Background: an optimization exercise with open tools, aiming at small area, a short achievable clock period and few clock cycles per item. Do not read the settings as production practice.
At most, simulation tests tie the RTL to the original design; equivalence was not proved.
No activity file was given, so power comes from the tool's default toggle rates.

==> flow/design.v <==
`timescale 1ns / 1ps
module acc_cpu(
	input clk,
	input rst,
	output [7:0] imem_addr,
	input [15:0] imem_rdata,
	output dmem_req,
	output dmem_we,
	output [7:0] dmem_addr,
	output [7:0] dmem_wdata,
	input dmem_ack,
	input [7:0] dmem_rdata,
	input [7:0] in_data,
	input in_valid,
	output in_ready,
	output [7:0] out_data,
	output out_valid,
	input out_ready,
	output halted,
	output [7:0] acc,
	output flag_c,
	output flag_z,
	output flag_v
);
localparam S_EXE = 3'b000;   
localparam S_RD1 = 3'b001;   
localparam S_RD2 = 3'b011;   
localparam S_ST  = 3'b010;   
localparam S_OVF = 3'b100;   
localparam S_MUL = 3'b101;   
localparam S_DIV = 3'b110;   
localparam S_HLT = 3'b111;   
reg [2:0] state;
reg [7:0] pc;        
reg [7:0] ACC;
reg C, Z, V;
reg [7:0] RET, IRET;
reg [3:0] HVPI;
reg [7:0] P;         
reg [2:0] cnt;       
reg mdone;           
wire exe = (state == S_EXE);
wire rd1 = (state == S_RD1);
wire rd2 = (state == S_RD2);
wire sst = (state == S_ST);
wire ovf = (state == S_OVF);
wire mul = (state == S_MUL);
wire div = (state == S_DIV);
wire rdv = rd1 | rd2;
wire [4:0] op = imem_rdata[15:11];
wire [2:0] md = imem_rdata[10:8];
wire [7:0] n = imem_rdata[7:0];
wire is_alu = (op[4:3] == 2'b00);
wire is_ld  = (op == 5'b01000);
wire is_st  = (op == 5'b01001);
wire is_shl = (op == 5'b01010);
wire is_shr = (op == 5'b01011);
wire is_in  = (op == 5'b01100);
wire is_out = (op == 5'b01101);
wire is_hlt = (op == 5'b01110);
wire is_hv  = (op == 5'b01111);
wire is_mul = (op == 5'b11000);
wire is_div = (op == 5'b11001);
wire is_br  = (op == 5'b11010);
wire is_bz  = (op == 5'b11011);
wire is_jsr = (op == 5'b11100);
wire is_rts = (op == 5'b11101);
wire is_rti = (op == 5'b11110);
wire is_bad = (op[4:3] == 2'b10) | (op == 5'b11111);
wire aluld = is_alu | is_ld;
wire bad_mode = aluld & (md[2] | (md[1] & md[0]));
wire m0 = (md == 3'd0);
wire rd = aluld & ~md[2] & (md[1] ^ md[0]);
wire hv0 = (HVPI == 4'd0);
wire ovf_en = hv0 | HVPI[0];
wire bi_en = hv0 | HVPI[1];
wire ba_en = hv0 | HVPI[2];
wire [7:0] a = div ? {P[6:0], ACC[7]} : ACC;
wire [7:0] b = rdv ? dmem_rdata : mul ? P : n;
wire [2:0] f = op[2:0];
wire [7:0] bx = b ^ {8{f[0]}};
wire [7:0] g0 = a & bx;
wire [7:0] p0 = a ^ bx;
wire [7:0] t0 = a | bx;
wire [7:0] G1, T1, G2, T2, G3;
assign G1[0] = g0[0] | (t0[0] & f[0]);
genvar gi;
generate for (gi = 1; gi < 8; gi = gi + 1) begin : pf1
	assign G1[gi] = g0[gi] | (t0[gi] & g0[gi-1]);
	assign T1[gi] = t0[gi] & t0[gi-1];
end endgenerate
assign G2[0] = G1[0];
assign G2[1] = G1[1] | (T1[1] & f[0]);
generate for (gi = 2; gi < 8; gi = gi + 1) begin : pf2
	assign G2[gi] = G1[gi] | (T1[gi] & (gi == 2 ? G1[0] : G1[gi-2]));
	if (gi >= 3) begin : t2
		assign T2[gi] = T1[gi] & T1[gi-2];
	end
end endgenerate
assign G3[0] = G2[0];
assign G3[1] = G2[1];
assign G3[2] = G2[2];
assign G3[3] = G2[3] | (T2[3] & f[0]);
generate for (gi = 4; gi < 8; gi = gi + 1) begin : pf3
	assign G3[gi] = G2[gi] | (T2[gi] & G3[gi-4]);
end endgenerate
wire [8:0] cy = {G3, f[0]};
wire c8 = cy[8];
wire [7:0] sum = p0 ^ cy[7:0];
reg [7:0] res;
always @(*) begin
	case (f[2:1])
	2'b00: res = sum;
	2'b01: res = a | bx;
	2'b10: res = a & bx;
	default: res = f[0] ? bx : ~a;
	endcase
end
wire vout = cy[7] ^ c8;
wire zsum = (p0 == {t0[6:0], f[0]});
wire zres = (f[2:1] == 2'b00) ? zsum : (res == 8'd0);
reg mbit, mnext;
always @(*) begin
	case (cnt)
	3'd0: begin mbit = n[0]; mnext = (n[7:2] == 6'd0); end
	3'd1: begin mbit = n[1]; mnext = (n[7:3] == 5'd0); end
	3'd2: begin mbit = n[2]; mnext = (n[7:4] == 4'd0); end
	3'd3: begin mbit = n[3]; mnext = (n[7:5] == 3'd0); end
	3'd4: begin mbit = n[4]; mnext = (n[7:6] == 2'd0); end
	3'd5: begin mbit = n[5]; mnext = ~n[7]; end
	default: begin mbit = n[cnt]; mnext = 1'b1; end
	endcase
end
wire dge = P[7] | c8;
wire nz = (n == 8'd0);
wire dq0 = (n == 8'd1) & ACC[7];    
wire ex_now = exe & aluld & m0;
wire ex_rd = (rd1 & ~md[1] | rd2) & dmem_ack;
wire ex = ex_now | ex_rd;
wire ex_alu = ex & is_alu;
wire ex_ld = ex & is_ld;
wire [7:0] pc1 = pc + 8'd1;
wire j_n   = exe & (is_br | (is_bz & Z) | is_jsr);
wire j_ret = exe & is_rts;
wire j_iret = exe & is_rti;
wire j_110 = exe & is_bad & bi_en;
wire j_120 = exe & bad_mode & ba_en;
wire stay_exe = rd | is_st | (is_in & ~in_valid) | (is_out & ~out_ready) | is_hlt | is_mul | is_div;
wire adv = (exe & ~stay_exe) | ovf | ex_rd | (sst & dmem_ack) | (mul & mdone) | (div & (cnt == 3'd7));
wire [7:0] jt = j_n ? n : j_ret ? RET : j_iret ? IRET :
	j_110 ? 8'd110 : j_120 ? 8'd120 : ovf ? 8'd100 : pc1;
assign imem_addr = rst ? 8'd0 : adv ? jt : pc;
assign dmem_req = ~rst & ((exe & (rd | is_st)) | rdv | sst);
assign dmem_we = sst | (exe & is_st);
assign dmem_addr = rd2 ? P : n;
assign dmem_wdata = ACC;
assign in_ready = ~rst & exe & is_in;
assign out_valid = ~rst & exe & is_out;
assign out_data = ACC;
assign halted = (state == S_HLT);
assign acc = ACC;
assign flag_c = C;
assign flag_z = Z;
assign flag_v = V;
wire div_go = exe & is_div & ~nz & c8;      
wire div_0 = exe & is_div & ~nz & ~c8;      
wire div_ff = exe & is_div & nz;            
wire acc_res = ex_alu | (mul & mbit);
wire acc_b = ex_ld;
wire acc_in = exe & is_in & in_valid;
wire acc_shl = (exe & is_shl) | div | div_go;
wire acc_shr = exe & is_shr;
wire acc_ff = div_ff;
wire acc_clr = div_0 | (exe & is_mul & ~n[0]);
wire acc_keep = ~(acc_res | acc_b | acc_in | acc_shl | acc_shr | acc_ff | acc_clr);
wire shl_in = div ? dge : div_go & dq0;
wire [7:0] acc_nx = ({8{acc_res}} & res) | ({8{acc_b}} & b) | ({8{acc_in}} & in_data) |
	({8{acc_shl}} & {ACC[6:0], shl_in}) | ({8{acc_shr}} & {1'b0, ACC[7:1]}) |
	{8{acc_ff}} | ({8{acc_keep}} & ACC);
wire p_ptr = rd1 & dmem_ack;
wire p_sub = div & dge;
wire p_shift = mul | (div & ~dge);
wire p_mstart = exe & is_mul;
wire p_dfirst = div_go;
wire p_keep = ~(p_ptr | p_sub | p_shift | p_mstart | p_dfirst | div_0);
wire [7:0] p_nx = ({8{p_ptr}} & dmem_rdata) | ({8{p_sub}} & sum) |
	({8{p_shift}} & {P[6:0], div & ACC[7]}) | ({8{p_mstart}} & {ACC[6:0], 1'b0}) |
	{7'd0, p_dfirst & ACC[7] & ~dq0} | ({8{p_keep}} & P);
reg [2:0] st_nx;
always @(*) begin
	st_nx = state;
	case (state)
	S_EXE: begin
		if (ex_now) st_nx = (is_alu & vout & ovf_en) ? S_OVF : S_EXE;
		else if (rd) st_nx = S_RD1;
		else if (is_st) st_nx = S_ST;
		else if (is_hlt) st_nx = S_HLT;
		else if (is_mul) st_nx = S_MUL;
		else if (is_div) st_nx = S_DIV;
	end
	S_RD1: if (dmem_ack) st_nx = md[1] ? S_RD2 : (is_alu & vout & ovf_en) ? S_OVF : S_EXE;
	S_RD2: if (dmem_ack) st_nx = (is_alu & vout & ovf_en) ? S_OVF : S_EXE;
	S_ST: if (dmem_ack) st_nx = S_EXE;
	S_OVF: st_nx = S_EXE;
	S_MUL: if (mdone) st_nx = S_EXE;
	S_DIV: if (cnt == 3'd7) st_nx = S_EXE;
	default: st_nx = state;
	endcase
end
always @(posedge clk) begin
	pc <= imem_addr;
	P <= p_nx;
	mdone <= mnext;
	if (rst) begin
		state <= S_EXE;
		ACC <= 8'd0;
		C <= 1'b0;
		Z <= 1'b0;
		V <= 1'b0;
		RET <= 8'd0;
		IRET <= 8'd0;
		HVPI <= 4'd0;
		cnt <= 3'd0;
	end else begin
		state <= st_nx;
		ACC <= acc_nx;
		if (ex_alu) begin
			C <= c8;
			Z <= zres;
			V <= vout;
		end
		if ((ex_alu & vout & ovf_en) | j_110 | j_120) IRET <= pc1;
		if (exe & is_jsr) RET <= pc1;
		if (exe & is_hv) HVPI <= n[3:0];
		if (div_0 | div_ff) cnt <= 3'd7;
		else if ((exe & is_mul) | div_go | div | (mul & ~mdone)) cnt <= cnt + 3'd1;
		else if (mul) cnt <= 3'd0;
	end
end
endmodule
==> flow/config.mk <==
export PLATFORM = sky130hd
export DESIGN_NAME = acc_cpu
export DESIGN_NICKNAME = acc_cpu
export VERILOG_FILES = /design/flow/design.v
export SDC_FILE = /design/flow/constraint.sdc
export NUM_CORES = 4
export LEC_CHECK = 0
export CAP_MARGIN = 20
export CORE_MARGIN = 2
export CORE_UTILIZATION = 40
export PLACE_DENSITY = 0.6
export SETUP_SLACK_MARGIN = 2
export SLEW_MARGIN = 20
==> flow/constraint.sdc <==
create_clock -name core_clock -period 7.0 [get_ports {clk}]
set_input_delay 1.4000 -clock core_clock [delete_from_list [all_inputs] [get_ports {clk}]]
set_output_delay 1.4000 -clock core_clock [all_outputs]
set_load 0.01 [all_outputs]
standard.sh (not shown) runs the stock make flow with config.mk's settings and CLKGATE_MAP_FILE= SYNTH_SCRIPT=/design/flow/synth_recipe.tcl, a recipe that flattens the netlist after the stock synthesis.
==> flow/flow/run.sh <==
#!/bin/bash
# Standard layout, with plain buf_1 cells as the port buffers.
bash standard.sh 'BUFFER_PORTS_ARGS=-buffer_cell sky130_fd_sc_hd__buf_1' > standard.log 2>&1
Change:
--- a/flow/design.v
+++ b/flow/design.v
@@ -146,10 +146,14 @@
 wire j_110 = exe & is_bad & bi_en;
 wire j_120 = exe & bad_mode & ba_en;
 wire stay_exe = rd | is_st | (is_in & ~in_valid) | (is_out & ~out_ready) | is_hlt | is_mul | is_div;
-wire adv = (exe & ~stay_exe) | ovf | ex_rd | (sst & dmem_ack) | (mul & mdone) | (div & (cnt == 3'd7));
-wire [7:0] jt = j_n ? n : j_ret ? RET : j_iret ? IRET :
-	j_110 ? 8'd110 : j_120 ? 8'd120 : ovf ? 8'd100 : pc1;
-assign imem_addr = rst ? 8'd0 : adv ? jt : pc;
+wire stall = (exe & stay_exe) | (rd1 & ~(dmem_ack & ~md[1])) | (rd2 & ~dmem_ack) |
+	(sst & ~dmem_ack) | (mul & ~mdone) | (div & (cnt != 3'd7)) | (state == S_HLT);
+wire jmp = j_n | j_ret | j_iret | j_110 | j_120 | ovf;
+wire s_pc1 = ~stall & ~jmp;
+wire [7:0] nxt = ({8{stall}} & pc) | ({8{s_pc1}} & pc1) | ({8{j_n}} & n) |
+	({8{j_ret}} & RET) | ({8{j_iret}} & IRET) |
+	({8{ovf}} & 8'd100) | ({8{j_110}} & 8'd110) | ({8{j_120}} & 8'd120);
+assign imem_addr = nxt & {8{~rst}};
 assign dmem_req = ~rst & ((exe & (rd | is_st)) | rdv | sst);
 assign dmem_we = sst | (exe & is_st);
 assign dmem_addr = rd2 ? P : n;
Effect: Count of clock-buffer cells in the layout is unchanged; total power rose by roughly a tenth; fmax fell slightly; wire length fell by a few percent; final cell count fell by a few percent; worst hold slack barely changes; via count fell by a few percent; die area fell by a few percent; synthesized area fell by a few percent; synthesized cell count fell by a few percent; utilization rose by 0.87 points; non-clock buffer count fell by 1; clock power fell by a few percent; combinational power rose by about a fifth.
Testbench counts after the change, summed over its fixed seeds: cycles 162,768, programs 480.
Only the layout flow was run in the first run of this note; the RTL was not checked for function there.

-- port drivers added, routing unchanged --
Ports are ideal in the flow. The routed layouts listed here were re-timed in OpenROAD.
Step 1: set_driving_cell puts a clkbuf_16 on clk and a buf_2 on each other input, an assumption about the parent block.
Step 2, shift: input delay + t, output delay - t, t = (earliest + latest rising clock arrival at the registers) / 2. This alone moves slack from input paths to output paths.
Slacks: no drivers / after step 1 / after step 2; pairs: no drivers / after step 1.
run | shift t [ns] | setup WS [ns] | worst hold slack (ns)
the first run | 0.343 | 2.096 / 2.063 / 1.866 | 0.484 / 0.484 / 0.484
the second run | 0.339 | 2.013 / 1.981 / 1.828 | 0.486 / 0.486 / 0.486
After both steps setup and hold are still met in every run listed. The setup slack of the first run, which loses most, moves by -0.033 ns with the drivers and by -0.230 ns with both steps.
